This is an optimization exercise on Yosys and OpenROAD, whose aim is small area, a short achievable clock period and few clock cycles per item, not a production implementation. At most, simulation tests tie the RTL to the original design; equivalence was not proved. No functional check of the RTL was part of runs 2 to 4. Power and IR drop assume default switching activity.

## flow/design.v (module list and top-level ports; edited modules follow where they fit)
// module iir_orde1_core: 1354 lines
// module iir_orde1_axis_wrapper: 214 lines
module iir_orde1_axis_wrapper #(
    parameter integer C_S_AXI_DATA_WIDTH = 32,
    parameter integer C_S_AXI_ADDR_WIDTH = 4,
    parameter integer DATA_WIDTH         = 32   
)(
    input  wire aclk,
    input  wire aresetn,   
    input  wire [DATA_WIDTH-1:0] s_axis_tdata,
    input  wire                  s_axis_tvalid,
    output wire                  s_axis_tready,
    input  wire                  s_axis_tlast,
    output wire [DATA_WIDTH-1:0] m_axis_tdata,
    output reg                   m_axis_tvalid,
    input  wire                  m_axis_tready,
    output reg                   m_axis_tlast,
    input  wire [C_S_AXI_ADDR_WIDTH-1:0] s_axi_awaddr,
    input  wire                          s_axi_awvalid,
    output wire                          s_axi_awready,
    input  wire [C_S_AXI_DATA_WIDTH-1:0] s_axi_wdata,
    input  wire [C_S_AXI_DATA_WIDTH/8-1:0] s_axi_wstrb,
    input  wire                          s_axi_wvalid,
    output wire                          s_axi_wready,
    output wire [1:0]                    s_axi_bresp,
    output wire                          s_axi_bvalid,
    input  wire                          s_axi_bready,
    input  wire [C_S_AXI_ADDR_WIDTH-1:0] s_axi_araddr,
    input  wire                          s_axi_arvalid,
    output wire                          s_axi_arready,
    output wire [C_S_AXI_DATA_WIDTH-1:0] s_axi_rdata,
    output wire [1:0]                    s_axi_rresp,
    output wire                          s_axi_rvalid,
    input  wire                          s_axi_rready
);
  // ...
==> flow/flow/run.sh <==
#!/bin/bash
# The standard layout (the standard.sh, unchanged synthesis and SDC) with
# two changes to how ORFS builds it:
#  - the port buffers are plain buf_2 cells (ORFS otherwise picks a slow
#    delay-buffer cell for them); every port is still buffered;
#  - timing repair aims at a slack margin, so it works on the paths that
#    set the achieved period.
set -o pipefail
export SETUP_SLACK_MARGIN=10.5
export BUFFER_PORTS_ARGS="-inputs -outputs -buffer_cell sky130_fd_sc_hd__buf_2"
bash standard.sh > standard.log 2>&1
==> flow/standard.sh <==
#!/bin/bash
# synth_recipe.tcl (not shown) runs the flow's synth.tcl, then flattens the netlist and writes it again
# the make line also repeats each setting of config.mk as NAME=value (left out here)
make -C /OpenROAD-flow-scripts/flow DESIGN_CONFIG=/design/flow/config.mk WORK_HOME=/design/flow/orfs CLKGATE_MAP_FILE= SYNTH_SCRIPT=/design/flow/synth_recipe.tcl "${@:-finish}"
==> flow/config.mk <==
export PLATFORM = sky130hd
export DESIGN_NAME = iir_orde1_axis_wrapper
export DESIGN_NICKNAME = iir_orde1_axis_wrapper
export VERILOG_FILES = /design/flow/design.v
export SDC_FILE = /design/flow/constraint.sdc
export NUM_CORES = 4
export LEC_CHECK = 0
export CAP_MARGIN = 20
export CORE_MARGIN = 2
export CORE_UTILIZATION = 55
export CTS_CLUSTER_DIAMETER = 60
export CTS_CLUSTER_SIZE = 30
export SLEW_MARGIN = 20
==> flow/constraint.sdc <==
create_clock -name core_clock -period 15.0 [get_ports {aclk}]
set_input_delay 3.0000 -clock core_clock [delete_from_list [all_inputs] [get_ports {aclk}]]
set_output_delay 3.0000 -clock core_clock [all_outputs]
set_load 0.01 [all_outputs]
==> flow_metrics.py, run 1 <==
metrics = {
    "status": {
        "status": "complete, no violations",
    },
    "floorplan": {
        "rows": 93,
        "fp.coreArea_um2": 64500,
    },
    "sta": {
        "period_share_pct": 29.8,
        "tightest_slew_ns": 1.01,
        "setup_violations": 0,
    },
    "cells_and_area": {
        "fin_cells": 4577,
        "final_util_pct": 61.2,
        "nFillCells": 5513,
        "multi_input_area_um2": 21900,
        "register_area_um2": 11700,
    },
    "power": {
        "p_leak_nw": 15.0,
        "powerComb_mw": 2.44,
        "clkPwrFrac_pct": 21.6,
        "p_comb_share_pct": 43.2,
    },
    "global_route": {
        "gr-max-usage-layer": "met2",
    },
    "placed_design": {
        "dp_hpwl_um": 72100,
    },
    "yosys": {
        "synth_area_leader_cell": "fa_1",
        "post_synth_xor_area_fraction_pct": 10.9,
        "synth_seq_area_share_pct": 32.3,
        "synth_top_family_by_area": "adder cells",
        "netlist_top_cells_count": "nand2_1 (563), fa_1 (366), inv_1 (361)",
        "synthMuxAreaShare_pct": 3.29,
    },
    "setup_path": {
        "setup.worst_path.start": "core.a1_neg[6]",
        "rrSetupSlack_ns": 10.53,
        "cp-start-kind": "flop",
        "path_depth": 10,
    },
    "routing": {
        "num_vias": 27200,
    },
}
Testbench counts, summed over its fixed seeds: cycles 8,320, items 4,096.
==> run 2: changes to the inputs <==
--- a/flow/design.v
+++ b/flow/design.v
@@ -15,94 +15,73 @@
     output reg  [15:0] ya         
 );
     localparam W = 33;
     reg  [15:0]  xa, xb;          
     reg  [15:0]  yb;              
     reg  [W-1:0] ps, pc;          
     reg  [17:0]  qs, qc;          
     reg          qk;
-    reg [7:0] a0_neg, a0_one, a0_two;
+    reg [7:0] a0_one, a0_two;
+    wire [7:0] a0_neg = {a0[15], a0[13], a0[11], a0[9], a0[7], a0[5], a0[3], a0[1]};
     always @(posedge clk) begin
-        a0_neg[0] <= a0[1];
         a0_one[0] <= a0[0] ^ 1'b0;
         a0_two[0] <= (a0[1] & ~a0[0] & ~1'b0) | (~a0[1] & a0[0] & 1'b0);
-        a0_neg[1] <= a0[3];
         a0_one[1] <= a0[2] ^ a0[1];
         a0_two[1] <= (a0[3] & ~a0[2] & ~a0[1]) | (~a0[3] & a0[2] & a0[1]);
-        a0_neg[2] <= a0[5];
         a0_one[2] <= a0[4] ^ a0[3];
         a0_two[2] <= (a0[5] & ~a0[4] & ~a0[3]) | (~a0[5] & a0[4] & a0[3]);
-        a0_neg[3] <= a0[7];
         a0_one[3] <= a0[6] ^ a0[5];
         a0_two[3] <= (a0[7] & ~a0[6] & ~a0[5]) | (~a0[7] & a0[6] & a0[5]);
-        a0_neg[4] <= a0[9];
         a0_one[4] <= a0[8] ^ a0[7];
         a0_two[4] <= (a0[9] & ~a0[8] & ~a0[7]) | (~a0[9] & a0[8] & a0[7]);
-        a0_neg[5] <= a0[11];
         a0_one[5] <= a0[10] ^ a0[9];
         a0_two[5] <= (a0[11] & ~a0[10] & ~a0[9]) | (~a0[11] & a0[10] & a0[9]);
-        a0_neg[6] <= a0[13];
         a0_one[6] <= a0[12] ^ a0[11];
         a0_two[6] <= (a0[13] & ~a0[12] & ~a0[11]) | (~a0[13] & a0[12] & a0[11]);
-        a0_neg[7] <= a0[15];
         a0_one[7] <= a0[14] ^ a0[13];
         a0_two[7] <= (a0[15] & ~a0[14] & ~a0[13]) | (~a0[15] & a0[14] & a0[13]);
     end
-    reg [7:0] a1_neg, a1_one, a1_two;
+    reg [7:0] a1_one, a1_two;
+    wire [7:0] a1_neg = {a1[15], a1[13], a1[11], a1[9], a1[7], a1[5], a1[3], a1[1]};
     always @(posedge clk) begin
-        a1_neg[0] <= a1[1];
         a1_one[0] <= a1[0] ^ 1'b0;
         a1_two[0] <= (a1[1] & ~a1[0] & ~1'b0) | (~a1[1] & a1[0] & 1'b0);
-        a1_neg[1] <= a1[3];
         a1_one[1] <= a1[2] ^ a1[1];
         a1_two[1] <= (a1[3] & ~a1[2] & ~a1[1]) | (~a1[3] & a1[2] & a1[1]);
-        a1_neg[2] <= a1[5];
         a1_one[2] <= a1[4] ^ a1[3];
         a1_two[2] <= (a1[5] & ~a1[4] & ~a1[3]) | (~a1[5] & a1[4] & a1[3]);
-        a1_neg[3] <= a1[7];
         a1_one[3] <= a1[6] ^ a1[5];
         a1_two[3] <= (a1[7] & ~a1[6] & ~a1[5]) | (~a1[7] & a1[6] & a1[5]);
-        a1_neg[4] <= a1[9];
         a1_one[4] <= a1[8] ^ a1[7];
         a1_two[4] <= (a1[9] & ~a1[8] & ~a1[7]) | (~a1[9] & a1[8] & a1[7]);
-        a1_neg[5] <= a1[11];
         a1_one[5] <= a1[10] ^ a1[9];
         a1_two[5] <= (a1[11] & ~a1[10] & ~a1[9]) | (~a1[11] & a1[10] & a1[9]);
-        a1_neg[6] <= a1[13];
         a1_one[6] <= a1[12] ^ a1[11];
         a1_two[6] <= (a1[13] & ~a1[12] & ~a1[11]) | (~a1[13] & a1[12] & a1[11]);
-        a1_neg[7] <= a1[15];
         a1_one[7] <= a1[14] ^ a1[13];
         a1_two[7] <= (a1[15] & ~a1[14] & ~a1[13]) | (~a1[15] & a1[14] & a1[13]);
     end
-    reg [7:0] b1_neg, b1_one, b1_two;
+    reg [7:0] b1_one, b1_two;
+    wire [7:0] b1_neg = {b1[15], b1[13], b1[11], b1[9], b1[7], b1[5], b1[3], b1[1]};
     always @(posedge clk) begin
-        b1_neg[0] <= b1[1];
         b1_one[0] <= b1[0] ^ 1'b0;
         b1_two[0] <= (b1[1] & ~b1[0] & ~1'b0) | (~b1[1] & b1[0] & 1'b0);
-        b1_neg[1] <= b1[3];
         b1_one[1] <= b1[2] ^ b1[1];
         b1_two[1] <= (b1[3] & ~b1[2] & ~b1[1]) | (~b1[3] & b1[2] & b1[1]);
-        b1_neg[2] <= b1[5];
         b1_one[2] <= b1[4] ^ b1[3];
         b1_two[2] <= (b1[5] & ~b1[4] & ~b1[3]) | (~b1[5] & b1[4] & b1[3]);
-        b1_neg[3] <= b1[7];
         b1_one[3] <= b1[6] ^ b1[5];
         b1_two[3] <= (b1[7] & ~b1[6] & ~b1[5]) | (~b1[7] & b1[6] & b1[5]);
-        b1_neg[4] <= b1[9];
         b1_one[4] <= b1[8] ^ b1[7];
         b1_two[4] <= (b1[9] & ~b1[8] & ~b1[7]) | (~b1[9] & b1[8] & b1[7]);
-        b1_neg[5] <= b1[11];
         b1_one[5] <= b1[10] ^ b1[9];
         b1_two[5] <= (b1[11] & ~b1[10] & ~b1[9]) | (~b1[11] & b1[10] & b1[9]);
-        b1_neg[6] <= b1[13];
         b1_one[6] <= b1[12] ^ b1[11];
         b1_two[6] <= (b1[13] & ~b1[12] & ~b1[11]) | (~b1[13] & b1[12] & b1[11]);
-        b1_neg[7] <= b1[15];
         b1_one[7] <= b1[14] ^ b1[13];
         b1_two[7] <= (b1[15] & ~b1[14] & ~b1[13]) | (~b1[15] & b1[14] & b1[13]);
     end
     wire pa_r0_0 = (((a0_one[0] & x_in[0]) | (a0_two[0] & 1'b0)) ^ a0_neg[0]);
     wire pa_r0_1 = (((a0_one[0] & x_in[1]) | (a0_two[0] & x_in[0])) ^ a0_neg[0]);
     wire pa_r0_2 = (((a0_one[0] & x_in[2]) | (a0_two[0] & x_in[1])) ^ a0_neg[0]);
     wire pa_r0_3 = (((a0_one[0] & x_in[3]) | (a0_two[0] & x_in[2])) ^ a0_neg[0]);
     wire pa_r0_4 = (((a0_one[0] & x_in[4]) | (a0_two[0] & x_in[3])) ^ a0_neg[0]);
==> flow/config.mk (replaced) <==
export PLATFORM = sky130hd
export DESIGN_NAME = iir_orde1_axis_wrapper
export DESIGN_NICKNAME = iir_orde1_axis_wrapper
export VERILOG_FILES = /design/flow/design.v
export SDC_FILE = /design/flow/constraint.sdc
export NUM_CORES = 4
export LEC_CHECK = 0
export CAP_MARGIN = 20
export CORE_MARGIN = 2
export CORE_UTILIZATION = 40
export SLEW_MARGIN = 20
==> run 2 against run 1 <==
Still clean. Setup slack better by 0.011 ns. Total power decreased by 0.38%. Combinational power is 5% lower. Register-to-register slack about the same. Clock skew increased by 0.011 ns. Synthesized cell count decreased by 0.21%. Sequential power hardly changed. First-iteration DRC count is 17% lower. Critical path type unchanged.
==> flow_metrics.py, run 2 <==
metrics = {
    "yosys": {
        "ys_ff_latch": 478,
        "yosysTopAreaCellShare_pct": 20.6,
        "async_reset_ff_share_pct": 0,
        "synth_most_common_cell": "nand2_1",
        "synthDistinctLibCells": 67,
        "netlist_top_cells_count": "nand2_1 (549), inv_1 (367), fa_1 (366)",
        "synthesis.area_um2": 35500,
        "synth_edf_count": 156,
        "synth_area_leader_cell": "fa_1",
        "synth_ff_type": "dfxtp_1",
        "syn_area_per_cell_um2": 9.56,
        "yosys-top-cells-area": "fa_1 (21%), dfxtp_1 (18%), edfxtp_1 (13%), a22oi_1 (7.6%), nand2_1 (5.8%)",
        "syn_inst": 3719,
        "synth_warnings": 2,
        "synth_seq_area_share_pct": 31.3,
    },
    "cells_and_area": {
        "final_common_cell": "nand2_1",
        "layout_common_cells": "nand2_1 (548), inv_1 (366), fa_1 (362), a22oi_1 (345), dfxtp_1 (276)",
        "design_area_um2": 39600,
        "finalNetCount": 4204,
        "final_layout_size_suffix_gt1_share_pct": 13.4,
        "area_delta_synth_final_pct": 11.4,
    },
    "setup_path": {
        "cp-start-kind": "flop",
        "rr_startpoint": "e0_d[14]",
        "setup.worst_path.start": "e0_d[14]",
        "cp.arrival_ns": 4.84,
        "rrSetupSlack_ns": 10.54,
        "crit_fanout": 5,
        "worst_setup_path_end_kind": "flop",
        "cp-endpoint": "core.ps[14]",
        "setup.worst_path.class": "reg2reg",
        "reg2reg_depth": 11,
        "reg2reg_to": "core.ps[14]",
        "crit_required_ns": 15.38,
    },
    "placed_design": {
        "dp_hpwl_um": 67800,
        "gp_congestion": 0.912,
        "io_buffer_count": 149,
        "dpl-instance-area_um2": 36900,
    },
    "sta": {
        "finalHoldViolCount": 0,
        "min_period_ns": 4.46,
        "rsz0062_at_grt": "yes",
        "fin_tns_setup_ns": 0,
        "slew_viol_final": 0,
        "tightest_slew_ns": 1.02,
        "fmax_ghz": 0.224,
        "skew_ns": 0.0532,
        "setup_violations": 0,
        "period_share_pct": 29.7,
        "relSlewSlack_pct": 32.3,
    },
    "floorplan": {
        "die_w_um": 302,
        "start_util_pct": 40.3,
        "dieArea_um2": 91300,
        "io_pins": 162,
        "rows": 109,
        "fp.coreArea_um2": 88200,
        "dieHeight_um": 302,
    },
    "clock_network": {
        "clkTransAtPathRegs_ns": 0.06,
        "cts_root_buf": "clkbuf_16",
        "cts_tree": "built",
        "clock-sinks": 478,
        "postCtsHoldBufs": 0,
        "numCtsBuffers": 54,
        "insertion_delay_ns": 0.65,
        "htree_levels": 2,
        "clk_path_buf_depth": 3,
    },
    "worst_hold_path": {
        "hold_start": "reg_a0[0]",
        "hold_path_class": "reg2reg",
    },
    "job": {
        "max_cap_viol_count": 0,
    },
    "status": {
        "status": "complete, no violations",
    },
    "global_route": {
        "grt_max_degree": 112,
        "grt_antenna_before_repair": 3,
        "grt_pass1_wl_um": 154000,
        "grt_pass1_vias": 26200,
        "grtUsageTotal_pct": 21.5,
        "grt.overflow.total": 0,
    },
    "routing": {
        "drc_errors": 0,
        "num_vias": 26300,
        "drt-initial-drc-count": 2240,
        "wire_per_inst_um": 19.9,
        "drtPass1Iterations": 6,
        "totalWireLength_um": 97500,
        "ant_nets": 0,
        "vias_per_cell": 5.37,
    },
    "power": {
        "p_leak_nw": 15.0,
        "peakVddDrop_mv": 0.132,
        "p_per_area_nw_per_um2": 142,
    },
}
run 2: power breakdown:
group | switching, mW | internal [mW]
registers | 0.199 | 1.76
clock network | 0.566 | 0.770
logic | 1.51 | 0.827
run 2: worst min path at each step:
stage / endpoint / slack (ns) / depth (start not counted)
6_report: core.a0_one[0] / 0.40 / 0
3_5_place_dp: core.a0_one[0] / 0.40 / 0
3_3_place_gp: core.a0_one[0] / 0.40 / 0
2_1_floorplan: core.a1_one[0] / 0.36 / 0
5_1_grt: core.a0_one[0] / 0.41 / 0
4_1_cts: core.a0_one[0] / 0.40 / 0
run 2: cell families (layout without fill, tap and decap cells):
logic type,count (synthesis),after routing,share of synthesized area [%]
other,1,7,0.0106
xor gates and xnor gates,445,445,11.0
AOI/OAI and AO/OA,821,821,15.0
muxes,75,75,3.26
buffers and inverters,733,736,7.85
and+or+nand+nor,732,732,8.60
DFF,478,478,31.3
adders and majority gates,434,434,23.0
run 2: routing by layer:
| layer | share of wire [%] | vias to the layer above | global-route usage, % |
|---|---|---|---|
| li1 | - | 12200 | - |
| met1 | 45 | 12900 | 30.2 |
| met2 | 45 | 1015 | 33.9 |
| met3 | 7.4 | 154 | 3.62 |
| met4 | 2.5 | 2 | 6.38 |
| met5 | 0.011 | - | 0 |
run 2: cell type report:
cell class                      count  area (µm²)
Timing Repair Buffer              263        1810
Clock buffer                       71        1550
Clock inverter                     26         288
Multi-Input combinational cell   2511       21800
Fill cell                        8449       48600
Sequential cell                   478       11200
Antenna cell                        3        7.51
Inverter                          376        1470
Tap cell                         1165        1460
run 2: what timing repair did:
| action | in CTS | in global routing |
|---|---|---|
| setup endpoints to repair | 87 | 75 |
| pin swaps | 0 | 25 |
| endpoints found under the hold margin | 0 | 0 |
| setup buffers | 39 | 8 |
| gates resized for setup | 57 | 69 |
run 2: worst max-delay path: stages, from the launching register on:
cell and delay [ns]:
edfxtp_1 0.55, a22oi_2 0.23, xor2_1 0.11, fa_1 0.57, inv_1 0.06, fa_1 0.54, inv_1 0.06, fa_1 0.59
fa_1 0.47, fa_1 0.51, fa_1 0.51, inv_1 0.03
run 2: per-stage QoR:
| stage | util, % | hold slack, ns | cells | setup WS (ns) | power, mW |
|---|---|---|---|---|---|
| CTS | 44.5 | 0.395 | 4882 | 10.50 | 5.64 |
| global route | 44.9 | 0.411 | 4892 | 10.39 | 6.04 |
| detailed placement | 41.9 | 0.396 | 4746 | 9.62 | 4.15 |
| finish | 44.9 | 0.396 | 4893 | 10.54 | 5.63 |
| floorplan | - | 0.361 | 3722 | 10.50 | 3.56 |
| global placement | 41.9 | 0.396 | 4746 | 9.65 | 4.11 |
==> run 3: changes to the inputs <==
--- a/flow/flow/run.sh
+++ b/flow/flow/run.sh
@@ -7,5 +7,5 @@
 #    set the achieved period.
 set -o pipefail
-export SETUP_SLACK_MARGIN=10.5
+export SETUP_SLACK_MARGIN=10.0
 export BUFFER_PORTS_ARGS="-inputs -outputs -buffer_cell sky130_fd_sc_hd__buf_2"
 bash standard.sh > standard.log 2>&1
==> run 3 against run 2 <==
Area after synthesis is the same. Cell area shrank 1.6%. Sequential share of layout area grew 0.20 points. Register-to-register slack lost 0.49 ns. Setup slack lost 0.49 ns. Flip-flop and latch count is the same. Final cell count shrank 0.78%. Still clean. Largest power group unchanged. Routed wire length shrank 0.84%. Largest cell class unchanged. Critical path depth is the same. Combinational power shrank 8.6%. Global-route usage shrank 0.23 points. Clock power grew 6%.
==> flow_metrics.py, run 3 <==
metrics = {
    "status": {
        "status": "complete, no violations",
    },
    "setup_path": {
        "cp.arrival_ns": 5.31,
        "setup.worst_path.class": "reg2reg",
        "crit_chain": "a22oi_1, xor2_1, fa_1, inv_1, fa_1, inv_1, fa_1, fa_1, fa_1, fa_1, inv_1",
        "rr_startpoint": "e0_d[7]",
        "cp-start-kind": "flop",
        "path_depth": 11,
        "crit_required_ns": 15.36,
        "cpLargestDelayFamily": "adder cells",
        "setup.worst_path.start": "e0_d[7]",
        "reg2reg_to": "core.ps[14]",
        "slowest_stage": "edfxtp_1",
        "crit_fanout": 17,
        "reg2reg_depth": 11,
        "cp-endpoint": "core.ps[14]",
        "worst_path_most_repeated_cell": "fa_1",
        "worst-path-buf-inv": 3,
        "cp_slowest_stage_delay_ns": 0.91,
        "rrSetupSlack_ns": 10.05,
        "worst_setup_path_end_kind": "flop",
    },
    "sta": {
        "slew_viol_final": 0,
        "rsz0062_at_grt": "yes",
        "fmax_ghz": 0.202,
        "period_share_pct": 33.0,
        "relSlewSlack_pct": 27.7,
        "skew_ns": 0.0658,
        "finalHoldViolCount": 0,
        "min_period_ns": 4.95,
        "fin_tns_setup_ns": 0,
        "tightest_slew_ns": 1.08,
        "setup_violations": 0,
    },
    "yosys": {
        "synth_edf_count": 156,
        "synth_most_common_cell": "nand2_1",
        "syn_area_per_cell_um2": 9.56,
        "syn_inst": 3719,
        "synthDistinctLibCells": 67,
        "netlist_top_cells_count": "nand2_1 (549), inv_1 (367), fa_1 (366)",
        "yosysTopAreaCellShare_pct": 20.6,
        "synth_area_leader_cell": "fa_1",
        "async_reset_ff_share_pct": 0,
        "yosys-top-cells-area": "fa_1 (21%), dfxtp_1 (18%), edfxtp_1 (13%), a22oi_1 (7.6%), nand2_1 (5.8%)",
        "synthesis.area_um2": 35500,
        "synth_warnings": 2,
        "synth_seq_area_share_pct": 31.3,
        "ys_ff_latch": 478,
        "synth_ff_type": "dfxtp_1",
    },
    "placed_design": {
        "dpl-instance-area_um2": 36900,
        "io_buffer_count": 149,
        "gp_congestion": 0.888,
        "dp_hpwl_um": 67500,
        "place_inst": 4740,
    },
    "worst_hold_path": {
        "hold_path_class": "reg2reg",
    },
    "clock_network": {
        "numCtsBuffers": 55,
        "clk_path_buf_depth": 3,
        "clock-sinks": 478,
        "cts_tree": "built",
        "htree_levels": 2,
        "postCtsHoldBufs": 0,
        "insertion_delay_ns": 0.66,
        "cts_root_buf": "clkbuf_16",
        "clkTransAtPathRegs_ns": 0.06,
    },
    "cells_and_area": {
        "register_area_um2": 11100,
        "area_delta_synth_final_pct": 9.69,
        "multi_input_area_um2": 21700,
        "final_layout_size_suffix_gt1_share_pct": 10.7,
        "layout_common_cells": "nand2_1 (548), inv_1 (366), fa_1 (366), a22oi_1 (360), dfxtp_1 (316)",
        "final_common_cell": "nand2_1",
        "design_area_um2": 39000,
        "finalNetCount": 4162,
        "nFillCells": 8479,
        "fin_cells": 4855,
    },
    "floorplan": {
        "fp.coreArea_um2": 88200,
        "dieArea_um2": 91300,
        "start_util_pct": 40.3,
        "dieHeight_um": 302,
        "die_w_um": 302,
        "io_pins": 162,
        "rows": 109,
    },
    "global_route": {
        "grtUsageTotal_pct": 21.2,
        "grt_max_degree": 116,
        "grt_pass1_vias": 26100,
        "grt.overflow.total": 0,
        "grt_pass1_wl_um": 152000,
        "grt_antenna_before_repair": 4,
    },
    "job": {
        "max_cap_viol_count": 0,
    },
    "routing": {
        "drtPass1Iterations": 8,
        "drt-initial-drc-count": 2420,
        "totalWireLength_um": 96700,
        "vias_per_cell": 5.40,
        "num_vias": 26200,
        "drc_errors": 0,
        "wire_per_inst_um": 19.9,
        "ant_nets": 0,
    },
    "power": {
        "peakVddDrop_mv": 0.176,
        "p_per_area_nw_per_um2": 143,
        "p_leak_nw": 14.8,
    },
}
## run 3: cell counts after synthesis
Identical to the previous run, type by type.
## run 3: what timing repair did
action                     CTS  global route
setup endpoints to repair   50           128
resized for setup            8             4
setup buffers                0             9
gates cloned                 0             0
## run 3: layer usage
metal | global-route usage, % | part of all wire [%] | vias to the layer above
met1 | 29.9 | 44 | 12900
met3 | 4.01 | 7.8 | 193
met5 | 0 | 0.022 | -
li1 | - | - | 12100
met2 | 33.0 | 45 | 995
met4 | 7.04 | 3.2 | 4
## run 3: area by class of cell
type | count | share of cell area, %
Multi-Input combinational cell | 2511 | 55.6
Clock inverter | 33 | 1.05
Timing Repair Buffer | 220 | 3.41
Sequential cell | 478 | 28.6
Inverter | 376 | 3.70
Clock buffer | 71 | 3.94
Tap cell | 1165 | 3.74
Antenna cell | 1 | 0.00642
## run 3: worst min path at each step
| stage | start | end | slack, ns | cells after the start |
|---|---|---|---|---|
| detailed placement | reg_a0[0] | core.a0_one[0] | 0.39 | 0 |
| finish | reg_a0[0] | core.a0_one[0] | 0.41 | 0 |
| global placement | reg_a0[0] | core.a0_one[0] | 0.39 | 0 |
| floorplan | reg_a1[0] | core.a1_one[0] | 0.36 | 0 |
| CTS | reg_a0[0] | core.a0_one[0] | 0.41 | 0 |
| global route | reg_a0[0] | core.a0_one[0] | 0.43 | 0 |
## run 3: per-stage QoR
| step | worst slack (ns) | utilization (%) | power [mW] | hold WS [ns] |
|---|---|---|---|---|
| after detailed placement | 9.35 | 41.8 | 4.14 | 0.391 |
| after CTS | 10.05 | 44.0 | 5.57 | 0.407 |
| after global placement | 9.37 | 41.8 | 4.10 | 0.385 |
| after global routing | 9.93 | 44.2 | 5.97 | 0.429 |
| final | 10.05 | 44.2 | 5.58 | 0.406 |
| after floorplan | 10.02 | - | 3.54 | 0.361 |
## run 3: cell families after synthesis
family | Yosys count | synth area share [%]
AO/OA/AOI/OAI | 821 | 15.0
XOR/XNOR | 445 | 11.0
adder cells (fa/ha/maj) | 434 | 23.0
buffers and inverters | 733 | 7.85
flip-flops | 478 | 31.3
multiplexers | 75 | 3.26
other | 1 | 0.0106
AND/OR/NAND/NOR | 732 | 8.60
## run 3: power by group
part / switching, mW / leakage [nW] / internal, mW
Combinational: 1.40 / 9.65 / 0.737
Clock: 0.579 / 0.950 / 0.837
Sequential: 0.268 / 4.19 / 1.76
==> run 4: changes to the inputs <==
--- a/flow/flow/run.sh
+++ b/flow/flow/run.sh
@@ -7,5 +7,5 @@
 #    set the achieved period.
 set -o pipefail
-export SETUP_SLACK_MARGIN=10.0
+export SETUP_SLACK_MARGIN=10.3
 export BUFFER_PORTS_ARGS="-inputs -outputs -buffer_cell sky130_fd_sc_hd__buf_2"
 bash standard.sh > standard.log 2>&1
==> run 4 against run 3 <==
Sequential share of layout area down 0.25 points. Clock skew down 0.0028 ns. Flip-flop and latch count unchanged. Non-clock buffer count up 43. Global-route usage up 0.24 points. Cell area up 1.3%. Core utilization up 0.59 points. Critical endpoint is now core.ps[13].
==> flow_metrics.py, run 4 <==
metrics = {
    "setup_path": {
        "crit_fanout": 15,
        "worst-path-buf-inv": 4,
        "cpLargestDelayFamily": "adder cells",
        "setup.worst_path.class": "reg2reg",
        "worst_setup_path_end_kind": "flop",
        "cp-start-kind": "flop",
        "crit_required_ns": 15.36,
        "worst_path_most_repeated_cell": "fa_1",
        "crit_chain": "clkinv_4, xnor2_1, fa_1, fa_1, fa_1, fa_1, inv_1, fa_1, inv_1, fa_1, inv_1",
        "slowest_stage": "fa_1",
        "cp.arrival_ns": 4.94,
        "cp_slowest_stage_delay_ns": 0.61,
    },
    "yosys": {
        "synth_seq_area_share_pct": 31.3,
        "synth_warnings": 2,
        "synthAdderAreaFrac_pct": 23.0,
        "post_synth_xor_area_fraction_pct": 11.0,
        "yosys.area_share.simple_pct": 8.60,
        "ys_ff_latch": 478,
        "synth_ff_type": "dfxtp_1",
        "synth_area_leader_cell": "fa_1",
        "synthDistinctLibCells": 67,
        "synthesis.area_um2": 35500,
        "netlist_top_cells_count": "nand2_1 (549), inv_1 (367), fa_1 (366)",
        "yosys-top-cells-area": "fa_1 (21%), dfxtp_1 (18%), edfxtp_1 (13%), a22oi_1 (7.6%), nand2_1 (5.8%)",
        "syn_area_per_cell_um2": 9.56,
        "async_reset_ff_share_pct": 0,
        "syn_inst": 3719,
        "synth_compound_area_share_pct": 15.0,
        "synthMuxAreaShare_pct": 3.26,
        "yosysTopAreaCellShare_pct": 20.6,
        "synth_top_family_by_area": "adder cells",
        "synth_most_common_cell": "nand2_1",
        "synth_edf_count": 156,
    },
    "global_route": {
        "grt_max_degree": 115,
        "grtUsageTotal_pct": 21.5,
        "grt_pass1_wl_um": 154000,
        "grt_antenna_before_repair": 5,
        "grt.overflow.total": 0,
        "grt_pass1_vias": 26700,
    },
    "power": {
        "clkPwrFrac_pct": 25.4,
        "p_int_mw": 3.45,
        "p_sw_share_pct": 39.8,
        "power_mw": 5.74,
        "peakVddDrop_mv": 0.154,
        "p_leak_nw": 15.1,
        "p_comb_share_pct": 40.9,
        "p_per_area_nw_per_um2": 145,
        "p_seq_share_pct": 33.7,
        "p_sw_mw": 2.28,
    },
    "sta": {
        "setup_violations": 0,
        "rsz0062_at_grt": "yes",
        "period_share_pct": 30.5,
        "fmax_ghz": 0.218,
        "fin_tns_setup_ns": 0,
        "min_period_ns": 4.58,
        "slew_viol_final": 0,
        "skew_ns": 0.0630,
        "finalHoldViolCount": 0,
        "tightest_slew_ns": 1.04,
        "relSlewSlack_pct": 30.5,
    },
    "routing": {
        "drtPass1Iterations": 5,
        "wire_per_inst_um": 19.9,
        "vias_per_cell": 5.39,
        "ant_nets": 0,
        "totalWireLength_um": 97300,
        "num_vias": 26400,
        "drt-initial-drc-count": 2329,
        "drc_errors": 0,
    },
    "placed_design": {
        "dp_hpwl_um": 66700,
        "io_buffer_count": 149,
        "gp_congestion": 0.901,
    },
    "cells_and_area": {
        "nFillCells": 8341,
        "final_common_cell": "nand2_1",
        "register_area_um2": 11200,
        "finalNetCount": 4204,
        "multi_input_area_um2": 21700,
        "layout_common_cells": "nand2_1 (548), inv_1 (366), fa_1 (365), a22oi_1 (359), dfxtp_1 (283)",
        "area_delta_synth_final_pct": 11.2,
        "final_layout_size_suffix_gt1_share_pct": 12.7,
    },
    "floorplan": {
        "dieHeight_um": 302,
        "rows": 109,
        "io_pins": 162,
        "dieArea_um2": 91300,
        "fp.coreArea_um2": 88200,
        "die_w_um": 302,
        "start_util_pct": 40.3,
    },
    "clock_network": {
        "cts_root_buf": "clkbuf_16",
        "insertion_delay_ns": 0.65,
        "htree_levels": 2,
        "clkTransAtPathRegs_ns": 0.07,
        "clk_path_buf_depth": 3,
        "clock-sinks": 478,
        "numCtsBuffers": 54,
        "cts_tree": "built",
    },
    "job": {
        "max_cap_viol_count": 0,
    },
    "status": {
        "status": "complete, no violations",
    },
    "worst_hold_path": {
        "hold_path_class": "reg2reg",
    },
}
-- run 4: cell count changes in the layout (fill, tap and decap cells not counted), sizes merged --
cell      delta
diode        +1
clkinvlp     -1
buf         +43
clkbuf       +2
inv          +5
clkinv       -8
-- run 4: what timing repair did --
action / CTS / global route
setup endpoints to repair: 103 / 71
pin swaps: 0 / 2
hold endpoints to repair: 0 / 0
resized for setup: 26 / 37
hold buffers: 0 / 0
setup buffers: 49 / 1
-- run 4: cell families (layout without fill, tap and decap cells) --
| kind of cell | after synthesis | count (layout) |
|---|---|---|
| xor+xnor | 445 | 445 |
| mux | 75 | 75 |
| other cells | 1 | 6 |
| flops | 478 | 478 |
| fa+ha+maj | 434 | 434 |
| buf+inv | 733 | 741 |
| simple gates | 732 | 732 |
| compound gates | 821 | 821 |
-- run 4: worst paths after layout --
path	cells after the start	from	end	slack, ns
max	11	reg_a0[3]	core.ps[13]	10.42
min	0	reg_a0[0]	core.a0_one[0]	0.39
max reg2reg	11	reg_a0[3]	core.ps[13]	10.42
min reg2reg	0	reg_a0[0]	core.a0_one[0]	0.39
-- run 4: power groups by stage --
| stage | registers, mW | clock network (mW) | logic, mW |
|---|---|---|---|
| 6_report | 1.93 | 1.46 | 2.35 |
| 5_1_grt | 1.96 | 1.54 | 2.64 |
| 4_1_cts | 1.93 | 1.49 | 2.33 |
| 3_5_place_dp | 2.09 | 0 | 2.04 |
| 3_3_place_gp | 2.08 | 0 | 2.00 |
| 2_1_floorplan | 1.86 | 0 | 1.69 |
-- run 4: layout make-up --
class / instances / area share, %
multi-input combinational: 2511 / 54.9
sequential: 478 / 28.3
antenna: 2 / 0.0127
timing repair buffer: 263 / 4.42
tap: 1165 / 3.69
clock buffer: 73 / 4.07
inverter: 376 / 3.66
clock inverter: 29 / 0.966
-- run 4: routing by layer --
layer / track usage, % / up-vias / wire length [µm]
li1: - / 12200 / -
met1: 29.6 / 12900 / 42800
met2: 33.3 / 1031 / 43400
met3: 4.35 / 246 / 7320
met4: 8.37 / 6 / 3730
met5: 0 / - / 38
-- run 4: metrics by stage --
stage          area [µm²]  utilization (%)  setup slack [ns]  cells  hold slack, ns
3_3_place_gp        36900             41.8              9.37   4742           0.389
4_1_cts             39400             44.6             10.30   4893           0.395
6_report            39500             44.8             10.42   4897           0.390
3_5_place_dp        36900             41.8              9.37   4742           0.392
5_1_grt             39500             44.8             10.24   4896           0.399
2_1_floorplan       35600                -             10.31   3722           0.361
==> module iir_orde1_axis_wrapper, before the edit <==
module iir_orde1_axis_wrapper #(
    parameter integer C_S_AXI_DATA_WIDTH = 32,
    parameter integer C_S_AXI_ADDR_WIDTH = 4,
    parameter integer DATA_WIDTH         = 32   
)(
    input  wire aclk,
    input  wire aresetn,   
    input  wire [DATA_WIDTH-1:0] s_axis_tdata,
    input  wire                  s_axis_tvalid,
    output wire                  s_axis_tready,
    input  wire                  s_axis_tlast,
    output wire [DATA_WIDTH-1:0] m_axis_tdata,
    output reg                   m_axis_tvalid,
    input  wire                  m_axis_tready,
    output reg                   m_axis_tlast,
    input  wire [C_S_AXI_ADDR_WIDTH-1:0] s_axi_awaddr,
    input  wire                          s_axi_awvalid,
    output wire                          s_axi_awready,
    input  wire [C_S_AXI_DATA_WIDTH-1:0] s_axi_wdata,
    input  wire [C_S_AXI_DATA_WIDTH/8-1:0] s_axi_wstrb,
    input  wire                          s_axi_wvalid,
    output wire                          s_axi_wready,
    output wire [1:0]                    s_axi_bresp,
    output wire                          s_axi_bvalid,
    input  wire                          s_axi_bready,
    input  wire [C_S_AXI_ADDR_WIDTH-1:0] s_axi_araddr,
    input  wire                          s_axi_arvalid,
    output wire                          s_axi_arready,
    output wire [C_S_AXI_DATA_WIDTH-1:0] s_axi_rdata,
    output wire [1:0]                    s_axi_rresp,
    output wire                          s_axi_rvalid,
    input  wire                          s_axi_rready
);
    reg [C_S_AXI_DATA_WIDTH-1:0] reg_ctrl;
    reg [C_S_AXI_DATA_WIDTH-1:0] reg_a0;
    reg [C_S_AXI_DATA_WIDTH-1:0] reg_a1;
    reg [C_S_AXI_DATA_WIDTH-1:0] reg_b1;
    reg axi_awready;
    reg axi_wready;
    reg axi_bvalid;
    reg axi_arready;
    reg [C_S_AXI_DATA_WIDTH-1:0] axi_rdata;
    reg axi_rvalid;
    reg aw_en;   
    assign s_axi_awready = axi_awready;
    assign s_axi_wready  = axi_wready;
    assign s_axi_bresp   = 2'b00;   
    assign s_axi_bvalid  = axi_bvalid;
    assign s_axi_arready = axi_arready;
    assign s_axi_rdata   = axi_rdata;
    assign s_axi_rresp   = 2'b00;   
    assign s_axi_rvalid  = axi_rvalid;
    wire reg_write = axi_awready && s_axi_awvalid &&
                     axi_wready  && s_axi_wvalid && ~axi_bvalid;
    always @(posedge aclk) begin
        if (!aresetn) begin
            axi_awready <= 1'b0;
            axi_wready  <= 1'b0;
            axi_bvalid  <= 1'b0;
            aw_en       <= 1'b1;
            reg_ctrl    <= 32'h0000_0001;  
            reg_a0      <= 32'd0;
            reg_a1      <= 32'd0;
            reg_b1      <= 32'd0;
        end else begin
            if (~axi_awready && s_axi_awvalid && aw_en) begin
                axi_awready <= 1'b1;
                aw_en       <= 1'b0;
            end else begin
                axi_awready <= 1'b0;
            end
            if (~axi_wready && s_axi_wvalid) begin
                axi_wready <= 1'b1;
            end else begin
                axi_wready <= 1'b0;
            end
            if (reg_write) begin
                axi_bvalid <= 1'b1;
                case (s_axi_awaddr[3:2])
                    2'h0: reg_ctrl <= s_axi_wdata;
                    2'h1: reg_a0   <= s_axi_wdata;
                    2'h2: reg_a1   <= s_axi_wdata;
                    2'h3: reg_b1   <= s_axi_wdata;
                    default: ;
                endcase
            end else if (s_axi_bready && axi_bvalid) begin
                axi_bvalid <= 1'b0;
                aw_en      <= 1'b1;
            end
        end
    end
    always @(posedge aclk) begin
        if (!aresetn) begin
            axi_arready <= 1'b0;
            axi_rvalid  <= 1'b0;
            axi_rdata   <= 32'd0;
        end else begin
            if (~axi_arready && s_axi_arvalid)
                axi_arready <= 1'b1;
            else
                axi_arready <= 1'b0;
            if (axi_arready && s_axi_arvalid && ~axi_rvalid) begin
                axi_rvalid <= 1'b1;
                case (s_axi_araddr[3:2])
                    2'h0: axi_rdata <= reg_ctrl;
                    2'h1: axi_rdata <= reg_a0;
                    2'h2: axi_rdata <= reg_a1;
                    2'h3: axi_rdata <= reg_b1;
                    default: axi_rdata <= 32'd0;
                endcase
            end else if (axi_rvalid && s_axi_rready) begin
                axi_rvalid <= 1'b0;
            end
        end
    end
    wire go = ~m_axis_tvalid | m_axis_tready;
    reg        rdy;                   
    reg [1:0]  cnt;                   
    reg [15:0] e0_d, e1_d, e2_d;
    reg        e0_l, e1_l, e2_l;      
    reg        e0_c, e1_c, e2_c;      
    reg        hc;                    
    reg        ph;                    
    reg        p_v, q_v;              
    assign s_axis_tready = rdy;
    wire accept = s_axis_tvalid & rdy;
    wire idle = (cnt == 2'd0) & ~p_v & ~q_v;
    wire adv  = go & ~(idle & ~ph);
    wire f_v = (cnt != 2'd0) & (hc == ph);
    wire pop = adv & f_v;
    wire [1:0] cnt_next = cnt - {1'b0, pop} + {accept, 1'b0};
    wire ctrl0_next = (reg_write && s_axi_awaddr[3:2] == 2'h0) ?
                      s_axi_wdata[0] : reg_ctrl[0];
    always @(posedge aclk) begin
        if (!aresetn) begin
            rdy <= 1'b1;
            cnt <= 2'd0;
            hc  <= 1'b0;
            ph  <= 1'b0;
        end else begin
            rdy <= ctrl0_next & (cnt_next <= 2'd1);
            cnt <= cnt_next;
            if (pop)
                hc <= ~hc;
            if (adv)
                ph <= ~ph;
        end
    end
    reg [17:0] v0, v1, v2, v3;
    wire [17:0] in_l = {s_axis_tlast, reg_ctrl[1], s_axis_tdata[31:16]};
    wire [17:0] in_r = {s_axis_tlast, reg_ctrl[1], s_axis_tdata[15:0]};
    always @* begin
        v0 = (cnt == 2'd0) ? in_l : {e0_l, e0_c, e0_d};
        v1 = (cnt == 2'd0) ? in_r : (cnt == 2'd1) ? in_l : {e1_l, e1_c, e1_d};
        v2 = (cnt == 2'd1) ? in_r : (cnt == 2'd2) ? in_l : {e2_l, e2_c, e2_d};
        v3 = in_r;
    end
    always @(posedge aclk) begin
        {e0_l, e0_c, e0_d} <= pop ? v1 : v0;
        {e1_l, e1_c, e1_d} <= pop ? v2 : v1;
        {e2_l, e2_c, e2_d} <= pop ? v3 : v2;
    end
    reg p_l, p_c, p_ch;               
    reg q_l, q_c, q_ch;               
    reg [31:0] out_d;
    wire [15:0] y_new;
    wire [15:0] y_left;
    always @(posedge aclk) begin
        if (!aresetn) begin
            p_v           <= 1'b0;
            q_v           <= 1'b0;
            m_axis_tvalid <= 1'b0;
        end else begin
            if (adv) begin
                p_v <= f_v;
                q_v <= p_v;
            end
            if (adv & q_v & q_ch)
                m_axis_tvalid <= 1'b1;
            else if (m_axis_tready)
                m_axis_tvalid <= 1'b0;
        end
    end
    always @(posedge aclk) begin
        if (adv) begin
            p_l  <= e0_l;
            p_c  <= e0_c;
            p_ch <= hc;
            q_l  <= p_l;
            q_c  <= p_c;
            q_ch <= p_ch;
        end
        if (adv & q_v & q_ch) begin
            out_d        <= {y_left, y_new};
            m_axis_tlast <= q_l;
        end
    end
    assign m_axis_tdata = out_d;
    iir_orde1_core core (
        .clk   (aclk),
        .rst   (~aresetn),
        .go    (adv),
        .fv    (f_v),
        .fclr  (e0_c),
        .lbv   (q_v),
        .lbclr (q_c),
        .x_in  (e0_d),
        .a0    (reg_a0[15:0]),
        .a1    (reg_a1[15:0]),
        .b1    (reg_b1[15:0]),
        .y_new (y_new),
        .ya    (y_left)
    );
endmodule
==> run 5: changes to the inputs <==
--- a/flow/design.v
+++ b/flow/design.v
@@ -1452,7 +1452,7 @@
     reg        rdy;                   
     reg [1:0]  cnt;                   
-    reg [15:0] e0_d, e1_d, e2_d;
-    reg        e0_l, e1_l, e2_l;      
-    reg        e0_c, e1_c, e2_c;      
+    reg [15:0] e0_d, e1_d;
+    reg        e0_l, e1_l;            
+    reg        e0_c, e1_c;            
     reg        hc;                    
     reg        ph;                    
@@ -1465,4 +1465,7 @@
     wire pop = adv & f_v;
     wire [1:0] cnt_next = cnt - {1'b0, pop} + {accept, 1'b0};
+    wire tvalid_next = (adv & q_v & q_ch) | (m_axis_tvalid & ~m_axis_tready);
+    wire ph_next     = ph ^ adv;
+    wire hc_next     = hc ^ pop;
     wire ctrl0_next = (reg_write && s_axi_awaddr[3:2] == 2'h0) ?
                       s_axi_wdata[0] : reg_ctrl[0];
@@ -1474,5 +1477,7 @@
             ph  <= 1'b0;
         end else begin
-            rdy <= ctrl0_next & (cnt_next <= 2'd1);
+            rdy <= ctrl0_next & ~tvalid_next &
+                   ((cnt_next == 2'd0) |
+                    ((cnt_next == 2'd1) & (ph_next == hc_next)));
             cnt <= cnt_next;
             if (pop)
@@ -1482,17 +1487,11 @@
         end
     end
-    reg [17:0] v0, v1, v2, v3;
-    wire [17:0] in_l = {s_axis_tlast, reg_ctrl[1], s_axis_tdata[31:16]};
-    wire [17:0] in_r = {s_axis_tlast, reg_ctrl[1], s_axis_tdata[15:0]};
-    always @* begin
-        v0 = (cnt == 2'd0) ? in_l : {e0_l, e0_c, e0_d};
-        v1 = (cnt == 2'd0) ? in_r : (cnt == 2'd1) ? in_l : {e1_l, e1_c, e1_d};
-        v2 = (cnt == 2'd1) ? in_r : (cnt == 2'd2) ? in_l : {e2_l, e2_c, e2_d};
-        v3 = in_r;
-    end
     always @(posedge aclk) begin
-        {e0_l, e0_c, e0_d} <= pop ? v1 : v0;
-        {e1_l, e1_c, e1_d} <= pop ? v2 : v1;
-        {e2_l, e2_c, e2_d} <= pop ? v3 : v2;
+        if (accept) begin
+            {e0_l, e0_c, e0_d} <= {s_axis_tlast, reg_ctrl[1], s_axis_tdata[31:16]};
+            {e1_l, e1_c, e1_d} <= {s_axis_tlast, reg_ctrl[1], s_axis_tdata[15:0]};
+        end else if (pop) begin
+            {e0_l, e0_c, e0_d} <= {e1_l, e1_c, e1_d};
+        end
     end
     reg p_l, p_c, p_ch;               
--- a/flow/flow/run.sh
+++ b/flow/flow/run.sh
@@ -7,5 +7,5 @@
 #    set the achieved period.
 set -o pipefail
-export SETUP_SLACK_MARGIN=10.3
+export SETUP_SLACK_MARGIN=10.5
 export BUFFER_PORTS_ARGS="-inputs -outputs -buffer_cell sky130_fd_sc_hd__buf_2"
 bash standard.sh > standard.log 2>&1
--- a/flow/config.mk
+++ b/flow/config.mk
@@ -9,3 +9,4 @@
 export CORE_MARGIN = 2
 export CORE_UTILIZATION = 40
+export CTS_BUF_LIST = sky130_fd_sc_hd__clkbuf_8
 export SLEW_MARGIN = 20
==> run 5 against run 4 <==
Clock power down 12%. Register-to-register slack better by 0.15 ns. Clock skew up 0.0092 ns. Cell area down 1.2%. Critical path depth down 2. Die area down 2.0%. Sequential power down 7%. Sequential share of layout area about the same. Final cell count down 3.5%. Largest power group unchanged.
==> flow_metrics.py, run 5 <==
metrics = {
    "sta": {
        "setup_violations": 0,
        "fmax_ghz": 0.226,
        "period_share_pct": 29.5,
        "min_period_ns": 4.43,
        "skew_ns": 0.0722,
        "finalHoldViolCount": 0,
        "tightest_slew_ns": 1.14,
        "relSlewSlack_pct": 22.1,
        "fin_tns_setup_ns": 0,
        "slew_viol_final": 0,
        "rsz0062_at_grt": "yes",
    },
    "yosys": {
        "synth_warnings": 2,
        "syn_inst": 3475,
        "synth_most_common_cell": "nand2_1",
        "async_reset_ff_share_pct": 0,
        "synth_ff_type": "dfxtp_1",
        "yosysTopAreaCellShare_pct": 21.0,
        "synth_area_leader_cell": "fa_1",
        "netlist_top_cells_count": "nand2_1 (489), inv_1 (385), fa_1 (366)",
        "ys_ff_latch": 460,
        "synthesis.area_um2": 34800,
        "yosys-top-cells-area": "fa_1 (21%), dfxtp_1 (16%), edfxtp_1 (15%), a22oi_1 (7.8%), xor2_1 (5.9%)",
        "synthDistinctLibCells": 71,
        "synth_edf_count": 174,
        "syn_area_per_cell_um2": 10.0,
        "synth_seq_area_share_pct": 31.5,
    },
    "clock_network": {
        "clk_path_buf_depth": 3,
        "clock-sinks": 460,
        "htree_levels": 3,
        "cts_root_buf": "clkbuf_8",
        "cts_tree": "built",
        "numCtsBuffers": 85,
        "clkTransAtPathRegs_ns": 0.06,
        "insertion_delay_ns": 0.71,
    },
    "setup_path": {
        "setup.worst_path.class": "reg2reg",
        "worst_setup_path_end_kind": "flop",
        "cp_slowest_stage_delay_ns": 0.63,
        "worst_path_most_repeated_cell": "fa_1",
        "cp-start-kind": "flop",
        "cp.arrival_ns": 4.84,
        "reg2reg_depth": 9,
        "slowest_stage": "dfxtp_2",
        "setup.worst_path.start": "core.a0_two[6]",
        "crit_fanout": 16,
        "rrSetupSlack_ns": 10.57,
        "cpLargestDelayFamily": "adder cells",
        "worst-path-buf-inv": 1,
        "crit_chain": "a22oi_1, xor2_1, fa_1, fa_1, fa_1, fa_1, fa_1, inv_1, fa_1",
        "reg2reg_to": "core.ps[15]",
        "rr_startpoint": "core.a0_two[6]",
        "crit_required_ns": 15.41,
    },
    "floorplan": {
        "die_w_um": 299,
        "fp.coreArea_um2": 86500,
        "rows": 108,
        "dieArea_um2": 89400,
        "dieHeight_um": 299,
        "io_pins": 162,
        "start_util_pct": 40.3,
    },
    "cells_and_area": {
        "finalNetCount": 4021,
        "final_util_pct": 45.2,
        "nFillCells": 8270,
        "area_delta_synth_final_pct": 12.2,
        "register_area_um2": 11100,
        "fin_cells": 4726,
        "final_common_cell": "nand2_1",
        "multi_input_area_um2": 21300,
        "layout_common_cells": "nand2_1 (489), inv_1 (406), fa_1 (361), a22oi_1 (343), dfxtp_1 (245)",
        "final_layout_size_suffix_gt1_share_pct": 15.7,
    },
    "status": {
        "status": "complete, no violations",
    },
    "global_route": {
        "grt.overflow.total": 0,
        "grtUsageTotal_pct": 22.3,
        "grt_antenna_before_repair": 4,
        "grt_pass1_vias": 26000,
        "grt_max_degree": 117,
        "grt_pass1_wl_um": 155000,
    },
    "routing": {
        "ant_nets": 0,
        "drtPass1Iterations": 6,
        "num_vias": 25500,
        "vias_per_cell": 5.39,
        "totalWireLength_um": 100000,
        "drc_errors": 0,
        "drt-initial-drc-count": 2120,
        "wire_per_inst_um": 21.2,
    },
    "worst_hold_path": {
        "holdPathEnd": "core.a1_one[0]",
        "hold_path_class": "reg2reg",
        "whs_path_depth": 0,
        "hold_start": "reg_a1[0]",
    },
    "placed_design": {
        "place_inst": 4529,
        "io_buffer_count": 149,
        "dp_hpwl_um": 66800,
        "gp_congestion": 0.897,
    },
    "power": {
        "p_per_area_nw_per_um2": 132,
        "p_leak_nw": 14.9,
        "peakVddDrop_mv": 0.146,
    },
    "job": {
        "max_cap_viol_count": 0,
    },
}
## run 5: timing repair
action / CTS / global route
gates resized for setup: 55 / 85
hold buffers: 0 / 0
hold endpoints to repair: 0 / 0
pin swaps: 4 / 34
setup buffers: 29 / 8
setup endpoints to repair: 105 / 34
cloned: 0 / 2
## run 5: power breakdown
group | total, mW | internal (mW) | switching (mW)
logic | 2.08 | 0.716 | 1.36
registers | 1.80 | 1.66 | 0.136
clock network | 1.28 | 0.709 | 0.567
## run 5: through the flow
stage	hold slack, ns	setup slack (ns)	instance area (µm²)	total power [mW]
finish	0.388	10.57	39100	5.15
global route	0.402	10.46	39100	5.50
CTS	0.392	10.48	38600	5.13
detailed placement	0.393	8.71	36400	3.76
global placement	0.386	8.86	36400	3.73
floorplan	0.361	10.51	34900	3.17
## run 5: worst max path at each step
| stage | end | cells after the start |
|---|---|---|
| 6_report | core.ps[15] | 9 |
| 5_1_grt | core.qk | 15 |
| 4_1_cts | core.xb[8] | 8 |
| 3_5_place_dp | core.xb[8] | 8 |
| 3_3_place_gp | core.xb[3] | 8 |
| 2_1_floorplan | core.ps[13] | 13 |
## run 5: cell type report
class,count,share of cell area (%)
tap,1155,3.70
inverter,392,3.84
timing repair buffer,267,4.93
clock inverter,51,0.961
clock buffer,105,3.70
antenna,1,0.00641
sequential,460,28.3
multi-input combinational,2295,54.5
## run 5: kinds of logic after synthesis
family | count (synthesis) | share of synthesized area [%]
AND/OR/NAND/NOR | 595 | 7.03
buffers and inverters | 723 | 7.92
AO/OA/AOI/OAI | 761 | 16.0
flip-flops | 460 | 31.5
multiplexers | 59 | 2.92
other | 1 | 0.0108
adder cells (fa/ha/maj) | 434 | 23.5
XOR/XNOR | 442 | 11.1
## run 5: routing by layer
metal / global-route usage (%) / vias to the layer above / wire (µm)
li1: - / 11500 / -
met1: 29.6 / 12600 / 41800
met2: 35.4 / 1145 / 45800
met3: 5.21 / 250 / 8950
met4: 8.83 / 2 / 3680
met5: 0 / - / 7
Testbench counts of run 5, summed over its fixed seeds: cycles 8,320, items 4,096.
==> run 6: changes to the inputs <==
--- a/flow/config.mk
+++ b/flow/config.mk
@@ -9,4 +9,3 @@
 export CORE_MARGIN = 2
 export CORE_UTILIZATION = 40
-export CTS_BUF_LIST = sky130_fd_sc_hd__clkbuf_8
 export SLEW_MARGIN = 20
==> run 6 against run 5 <==
Critical path depth increased by 1. Register-to-register slack worse by 0.02 ns. Combinational power barely moved. Setup slack got worse by 0.018 ns. Die area is the same. Largest cell class unchanged. Highest routed layer is now met4.
==> flow_metrics.py, run 6 <==
metrics = {
    "yosys": {
        "synth_ff_type": "dfxtp_1",
        "synth_warnings": 2,
        "synthesis.area_um2": 34800,
        "synth_area_leader_cell": "fa_1",
        "syn_area_per_cell_um2": 10.0,
        "async_reset_ff_share_pct": 0,
        "syn_inst": 3475,
        "yosys-top-cells-area": "fa_1 (21%), dfxtp_1 (16%), edfxtp_1 (15%), a22oi_1 (7.8%), xor2_1 (5.9%)",
        "ys_ff_latch": 460,
        "synthDistinctLibCells": 71,
        "synth_most_common_cell": "nand2_1",
        "synth_edf_count": 174,
        "yosysTopAreaCellShare_pct": 21.0,
        "synth_seq_area_share_pct": 31.5,
        "netlist_top_cells_count": "nand2_1 (489), inv_1 (385), fa_1 (366)",
    },
    "job": {
        "max_cap_viol_count": 0,
    },
    "sta": {
        "period_share_pct": 29.6,
        "finalHoldViolCount": 0,
        "setup_violations": 0,
        "fin_ws_ns": 10.56,
        "fin_tns_setup_ns": 0,
        "skew_ns": 0.0635,
        "min_period_ns": 4.44,
        "relSlewSlack_pct": 24.2,
        "fmax_ghz": 0.225,
        "slew_viol_final": 0,
        "tightest_slew_ns": 1.11,
        "rsz0062_at_grt": "yes",
    },
    "clock_network": {
        "clock-sinks": 460,
        "cts_tree": "built",
        "clkTransAtPathRegs_ns": 0.07,
        "numCtsBuffers": 54,
        "clk_path_buf_depth": 3,
        "htree_levels": 2,
        "cts_root_buf": "clkbuf_16",
        "insertion_delay_ns": 0.65,
    },
    "routing": {
        "vias_per_cell": 5.39,
        "drtPass1Iterations": 6,
        "num_vias": 25100,
        "drc_errors": 0,
        "totalWireLength_um": 99300,
        "ant_nets": 0,
        "drt-initial-drc-count": 2261,
        "wire_per_inst_um": 21.3,
    },
    "status": {
        "status": "complete, no violations",
    },
    "worst_hold_path": {
        "whs_path_depth": 0,
        "hold_path_class": "reg2reg",
        "holdPathEnd": "core.a1_one[0]",
        "hold_start": "reg_a1[0]",
    },
    "setup_path": {
        "worst_setup_path_end_kind": "flop",
        "rrSetupSlack_ns": 10.56,
        "cp-start-kind": "flop",
        "rr_startpoint": "core.a0_two[2]",
        "setup.worst_path.class": "reg2reg",
        "crit_fanout": 16,
        "reg2reg_depth": 10,
        "reg2reg_to": "core.ps[19]",
        "cp.arrival_ns": 4.76,
        "crit_required_ns": 15.32,
    },
    "cells_and_area": {
        "fin_cells": 4659,
        "finalNetCount": 3979,
        "area_delta_synth_final_pct": 12.0,
        "layout_common_cells": "nand2_1 (489), inv_1 (383), fa_1 (362), a22oi_1 (344), dfxtp_1 (241)",
        "final_common_cell": "nand2_1",
        "final_layout_size_suffix_gt1_share_pct": 14.7,
        "final_util_pct": 45.1,
        "nFillCells": 8216,
    },
    "floorplan": {
        "dieArea_um2": 89400,
        "rows": 108,
        "io_pins": 162,
        "fp.coreArea_um2": 86500,
        "start_util_pct": 40.3,
        "dieHeight_um": 299,
        "die_w_um": 299,
    },
    "placed_design": {
        "dp_hpwl_um": 66800,
        "io_buffer_count": 149,
        "gp_congestion": 0.897,
        "place_inst": 4529,
        "place_ws_ns": 8.71,
    },
    "global_route": {
        "grtUsageTotal_pct": 22.2,
        "grt_antenna_before_repair": 3,
        "grt_pass1_vias": 25800,
        "grt_max_degree": 117,
        "grt_pass1_wl_um": 154000,
        "grt.overflow.total": 0,
    },
    "power": {
        "p_per_area_nw_per_um2": 135,
        "peakVddDrop_mv": 0.143,
        "p_leak_nw": 14.8,
    },
}
run 6: repair_timing:
| action | 4_1_cts | 5_1_grt |
|---|---|---|
| buffers inserted | 27 | 0 |
| setup endpoints to repair | 114 | 26 |
| gates resized for setup | 61 | 75 |
| cloned | 1 | 0 |
| pin swaps | 3 | 36 |
| hold buffers | 0 | 0 |
run 6: layout make-up:
type / count / area (µm²) / area share (%)
inverter: 392 / 1500 / 3.85
timing repair inverter: 1 / 8.76 / 0.0225
tap: 1155 / 1450 / 3.71
clock inverter: 27 / 343 / 0.879
antenna: 1 / 2.50 / 0.00642
sequential: 460 / 11100 / 28.4
multi-input combinational: 2295 / 21300 / 54.6
timing repair buffer: 255 / 1770 / 4.54
clock buffer: 73 / 1580 / 4.04
run 6: worst max-delay path by stage:
stage,end,from,slack [ns],cells after the start
after floorplan,core.ps[13],e0_d[10],10.51,13
after global placement,core.xb[3],m_axis_tready,8.86,8
after detailed placement,core.xb[8],m_axis_tready,8.71,8
after CTS,core.ps[18],e0_d[11],10.50,11
after global routing,core.qk,core.ya[5],10.43,15
final,core.ps[19],core.a0_two[2],10.56,10
run 6: power breakdown:
part / internal (mW) / total, mW / switching, mW
sequential: 1.66 / 1.80 / 0.135
clock: 0.832 / 1.39 / 0.561
combinational: 0.699 / 2.06 / 1.36
run 6: cells by family after synthesis:
group | synth area share (%)
AOI/OAI and AO/OA | 16.0
buffers and inverters | 7.92
and+or+nand+nor | 7.03
DFF | 31.5
xor gates and xnor gates | 11.1
adders and majority gates | 23.5
muxes | 2.92
other | 0.0108
run 6: through the flow:
step | instance area [µm²] | total power, mW | hold WS [ns]
after global routing | 39000 | 5.59 | 0.403
final | 39000 | 5.25 | 0.389
after floorplan | 34900 | 3.17 | 0.361
after detailed placement | 36400 | 3.76 | 0.393
after CTS | 38700 | 5.26 | 0.391
after global placement | 36400 | 3.73 | 0.386
run 6: worst max-delay path, cell delays in order (launching register included):
cell	delay (ns)
dfxtp_2	0.58
a22oi_1	0.18
xnor2_1	0.40
ha_1	0.31
inv_1	0.08
fa_1	0.44
fa_1	0.55
fa_1	0.45
fa_1	0.54
inv_1	0.05
fa_1	0.53
run 6: layer usage:
layer	global-route usage (%)	share of wire (%)
met5	0	0
met4	7.74	3.5
met3	5.02	9.1
met2	35.7	46
met1	29.5	41
==> run 7: changes to the inputs <==
--- a/flow/flow/run.sh
+++ b/flow/flow/run.sh
@@ -7,5 +7,5 @@
 #    set the achieved period.
 set -o pipefail
-export SETUP_SLACK_MARGIN=10.5
+export SETUP_SLACK_MARGIN=10.6
 export BUFFER_PORTS_ARGS="-inputs -outputs -buffer_cell sky130_fd_sc_hd__buf_2"
 bash standard.sh > standard.log 2>&1
==> run 7 against run 6 <==
Sequential share of layout area decreased by 0.073 points. Non-clock buffer count increased by 7. Routed wire length hardly changed. Worst hold slack got worse by 0.0040 ns. Die area unchanged. Synthesized cell count did not move. Fmax is 0.17% higher. Critical path type unchanged. Global-route usage decreased by 0.20 points. Largest power group unchanged. Area after synthesis is the same.
==> flow_metrics.py, run 7 <==
metrics = {
    "status": {
        "status": "complete, no violations",
    },
    "yosys": {
        "ys_ff_latch": 460,
        "netlist_top_cells_count": "nand2_1 (489), inv_1 (385), fa_1 (366)",
        "synth_ff_type": "dfxtp_1",
        "synth_area_leader_cell": "fa_1",
        "synth_warnings": 2,
        "yosys-top-cells-area": "fa_1 (21%), dfxtp_1 (16%), edfxtp_1 (15%), a22oi_1 (7.8%), xor2_1 (5.9%)",
        "synth_edf_count": 174,
        "synthesis.area_um2": 34800,
        "yosysTopAreaCellShare_pct": 21.0,
        "synth_most_common_cell": "nand2_1",
        "synthDistinctLibCells": 71,
        "syn_inst": 3475,
        "async_reset_ff_share_pct": 0,
        "synth_seq_area_share_pct": 31.5,
        "syn_area_per_cell_um2": 10.0,
    },
    "setup_path": {
        "rrSetupSlack_ns": 10.56,
        "crit_fanout": 7,
        "rr_startpoint": "e0_d[12]",
        "setup.worst_path.class": "reg2reg",
        "reg2reg_to": "core.ps[13]",
        "cp.arrival_ns": 4.79,
        "cp-start-kind": "flop",
        "worst_setup_path_end_kind": "flop",
        "crit_required_ns": 15.35,
        "reg2reg_depth": 13,
    },
    "worst_hold_path": {
        "hold_start": "reg_a0[0]",
        "holdPathEnd": "core.a0_one[0]",
        "hold_path_class": "reg2reg",
        "whs_path_depth": 0,
    },
    "sta": {
        "period_share_pct": 29.6,
        "slew_viol_final": 0,
        "tightest_slew_ns": 0.995,
        "rsz0062_at_grt": "yes",
        "fmax_ghz": 0.225,
        "skew_ns": 0.0431,
        "fin_tns_setup_ns": 0,
        "min_period_ns": 4.44,
        "fin_ws_ns": 10.56,
        "setup_violations": 0,
        "relSlewSlack_pct": 33.7,
        "finalHoldViolCount": 0,
    },
    "power": {
        "p_seq_share_pct": 34.5,
        "p_leak_nw": 14.7,
        "p_int_mw": 3.14,
        "power_mw": 5.22,
        "peakVddDrop_mv": 0.121,
        "clkPwrFrac_pct": 24.5,
        "p_comb_share_pct": 41.0,
        "p_sw_share_pct": 39.8,
        "p_per_area_nw_per_um2": 134,
        "p_sw_mw": 2.08,
    },
    "cells_and_area": {
        "multi_input_area_um2": 21400,
        "final_layout_size_suffix_gt1_share_pct": 15.3,
        "area_delta_synth_final_pct": 12.0,
        "nFillCells": 8226,
        "final_util_pct": 45.1,
        "register_area_um2": 11000,
        "final_common_cell": "nand2_1",
        "finalNetCount": 3983,
        "layout_common_cells": "nand2_1 (489), inv_1 (377), fa_1 (354), a22oi_1 (333), dfxtp_1 (243)",
    },
    "floorplan": {
        "rows": 108,
        "io_pins": 162,
        "dieArea_um2": 89400,
        "dieHeight_um": 299,
        "die_w_um": 299,
        "fp.coreArea_um2": 86500,
        "start_util_pct": 40.3,
    },
    "routing": {
        "wire_per_inst_um": 21.3,
        "drc_errors": 0,
        "num_vias": 25200,
        "drt-initial-drc-count": 2327,
        "vias_per_cell": 5.42,
        "drtPass1Iterations": 6,
        "totalWireLength_um": 99300,
        "ant_nets": 0,
    },
    "clock_network": {
        "clk_path_buf_depth": 3,
        "cts_tree": "built",
        "cts_root_buf": "clkbuf_16",
        "postCtsHoldBufs": 0,
        "htree_levels": 2,
        "clkTransAtPathRegs_ns": 0.06,
        "insertion_delay_ns": 0.63,
        "numCtsBuffers": 52,
        "clock-sinks": 460,
    },
    "global_route": {
        "grt_max_degree": 136,
        "grt_pass1_wl_um": 153000,
        "grt_pass1_vias": 25600,
        "grtUsageTotal_pct": 22.0,
        "grt.overflow.total": 0,
        "grt_antenna_before_repair": 6,
    },
    "job": {
        "max_cap_viol_count": 0,
    },
    "placed_design": {
        "place_ws_ns": 9.44,
        "io_buffer_count": 149,
        "gp_congestion": 0.895,
        "dp_hpwl_um": 65400,
    },
}
-- run 7: area by class of cell --
cell class                 count  share of cell area [%]
multi-input combinational   2295                    54.8
clock buffer                  68                    3.64
clock inverter                28                   0.805
sequential                   460                    28.3
tap                         1155                    3.71
inverter                     392                    3.85
antenna                        1                 0.00642
timing repair buffer         262                    4.86
-- run 7: critical path: stages, from the launching register on --
cell	delay, ns
edfxtp_1	0.41
buf_12	0.16
buf_4	0.13
a22oi_2	0.15
xor2_1	0.20
fa_1	0.48
fa_1	0.60
fa_1	0.45
fa_1	0.51
inv_2	0.04
fa_1	0.47
inv_1	0.05
fa_1	0.47
inv_1	0.03
-- run 7: worst max path at each step --
stage	end	slack (ns)	cells after the start	start
after floorplan	core.ps[17]	10.60	11	e0_d[6]
after global placement	core.ya[10]	9.44	5	aresetn
after detailed placement	core.ya[4]	9.44	5	aresetn
after CTS	core.ps[14]	10.57	13	e0_d[9]
after global routing	core.qk	10.46	15	core.ya[5]
final	core.ps[13]	10.56	13	e0_d[12]
-- run 7: stage by stage --
| step | hold slack, ns | std cells | area [µm²] |
|---|---|---|---|
| 2_1_floorplan | 0.361 | 3478 | 34900 |
| 3_3_place_gp | 0.382 | 4528 | 36400 |
| 3_5_place_dp | 0.384 | 4528 | 36400 |
| 4_1_cts | 0.386 | 4653 | 38600 |
| 5_1_grt | 0.398 | 4661 | 39000 |
| 6_report | 0.385 | 4661 | 39000 |
-- run 7: layer usage --
metal  track usage (%)  wire length [µm]  up-vias
met5             0.159                57        -
met4              8.05              3210       10
met3              5.17              9160      206
met2              34.7             44900     1144
met1              29.6             41900    12500
li1                  -                 -    11400
-- run 7: cells by family after synthesis --
kind of cell / share of synthesized area (%)
xor gates and xnor gates: 11.1
adders and majority gates: 23.5
other: 0.0108
buffers and inverters: 7.92
muxes: 2.92
and+or+nand+nor: 7.03
AOI/OAI and AO/OA: 16.0
DFF: 31.5
-- run 7: power by group through the flow --
stage | Clock [mW] | Sequential (mW) | Combinational [mW]
5_1_grt | 1.37 | 1.82 | 2.38
4_1_cts | 1.32 | 1.80 | 2.05
2_1_floorplan | 0 | 1.75 | 1.43
6_report | 1.28 | 1.80 | 2.14
3_3_place_gp | 0 | 1.88 | 1.87
3_5_place_dp | 0 | 1.89 | 1.89
-- run 7: repair_timing --
item,in CTS,in global routing
setup buffers,29,5
setup endpoints to repair,135,59
hold endpoints to repair,0,0
cloned,0,2
pin swaps,31,38
gates resized for setup,79,79

==> what the ideal ports hide <==
Ports are ideal in the flow. The routed layouts listed here were re-timed in OpenROAD. Step 1 (the two cells are an assumption about what drives the block):
set clk [get_ports {aclk}]
set_driving_cell -lib_cell sky130_fd_sc_hd__clkbuf_16 $clk
set_driving_cell -lib_cell sky130_fd_sc_hd__buf_2 [delete_from_list [all_inputs] $clk]
Step 2 adds t to the input delays and takes it off the output delays; t is the mean of the earliest and latest rising clock arrival at the registers after step 1. Input paths then give back, and output paths get back, about the clock's delay inside the block. Slacks: ideal ports / drivers / drivers and shift; pairs: ideal ports / drivers.
run | shift t [ns] | slack for setup (ns) | worst setup path at the end
run 1 | 0.659 | 10.529 / 10.529 / 10.006 | input to register
run 2 | 0.691 | 10.540 / 10.540 / 10.004 | input to register
run 3 | 0.690 | 10.047 / 10.047 / 9.632 | input to register
run 4 | 0.686 | 10.421 / 10.421 / 9.801 | input to register
run 5 | 0.747 | 10.574 / 10.574 / 9.941 | input to register
run 6 | 0.683 | 10.556 / 10.556 / 10.012 | input to register
run 7 | 0.675 | 10.563 / 10.563 / 10.083 | input to register
After both steps setup and hold are still met in every run listed. The setup slack of run 5, which loses most, moves by 0.000 ns with the drivers and by -0.633 ns with both steps.
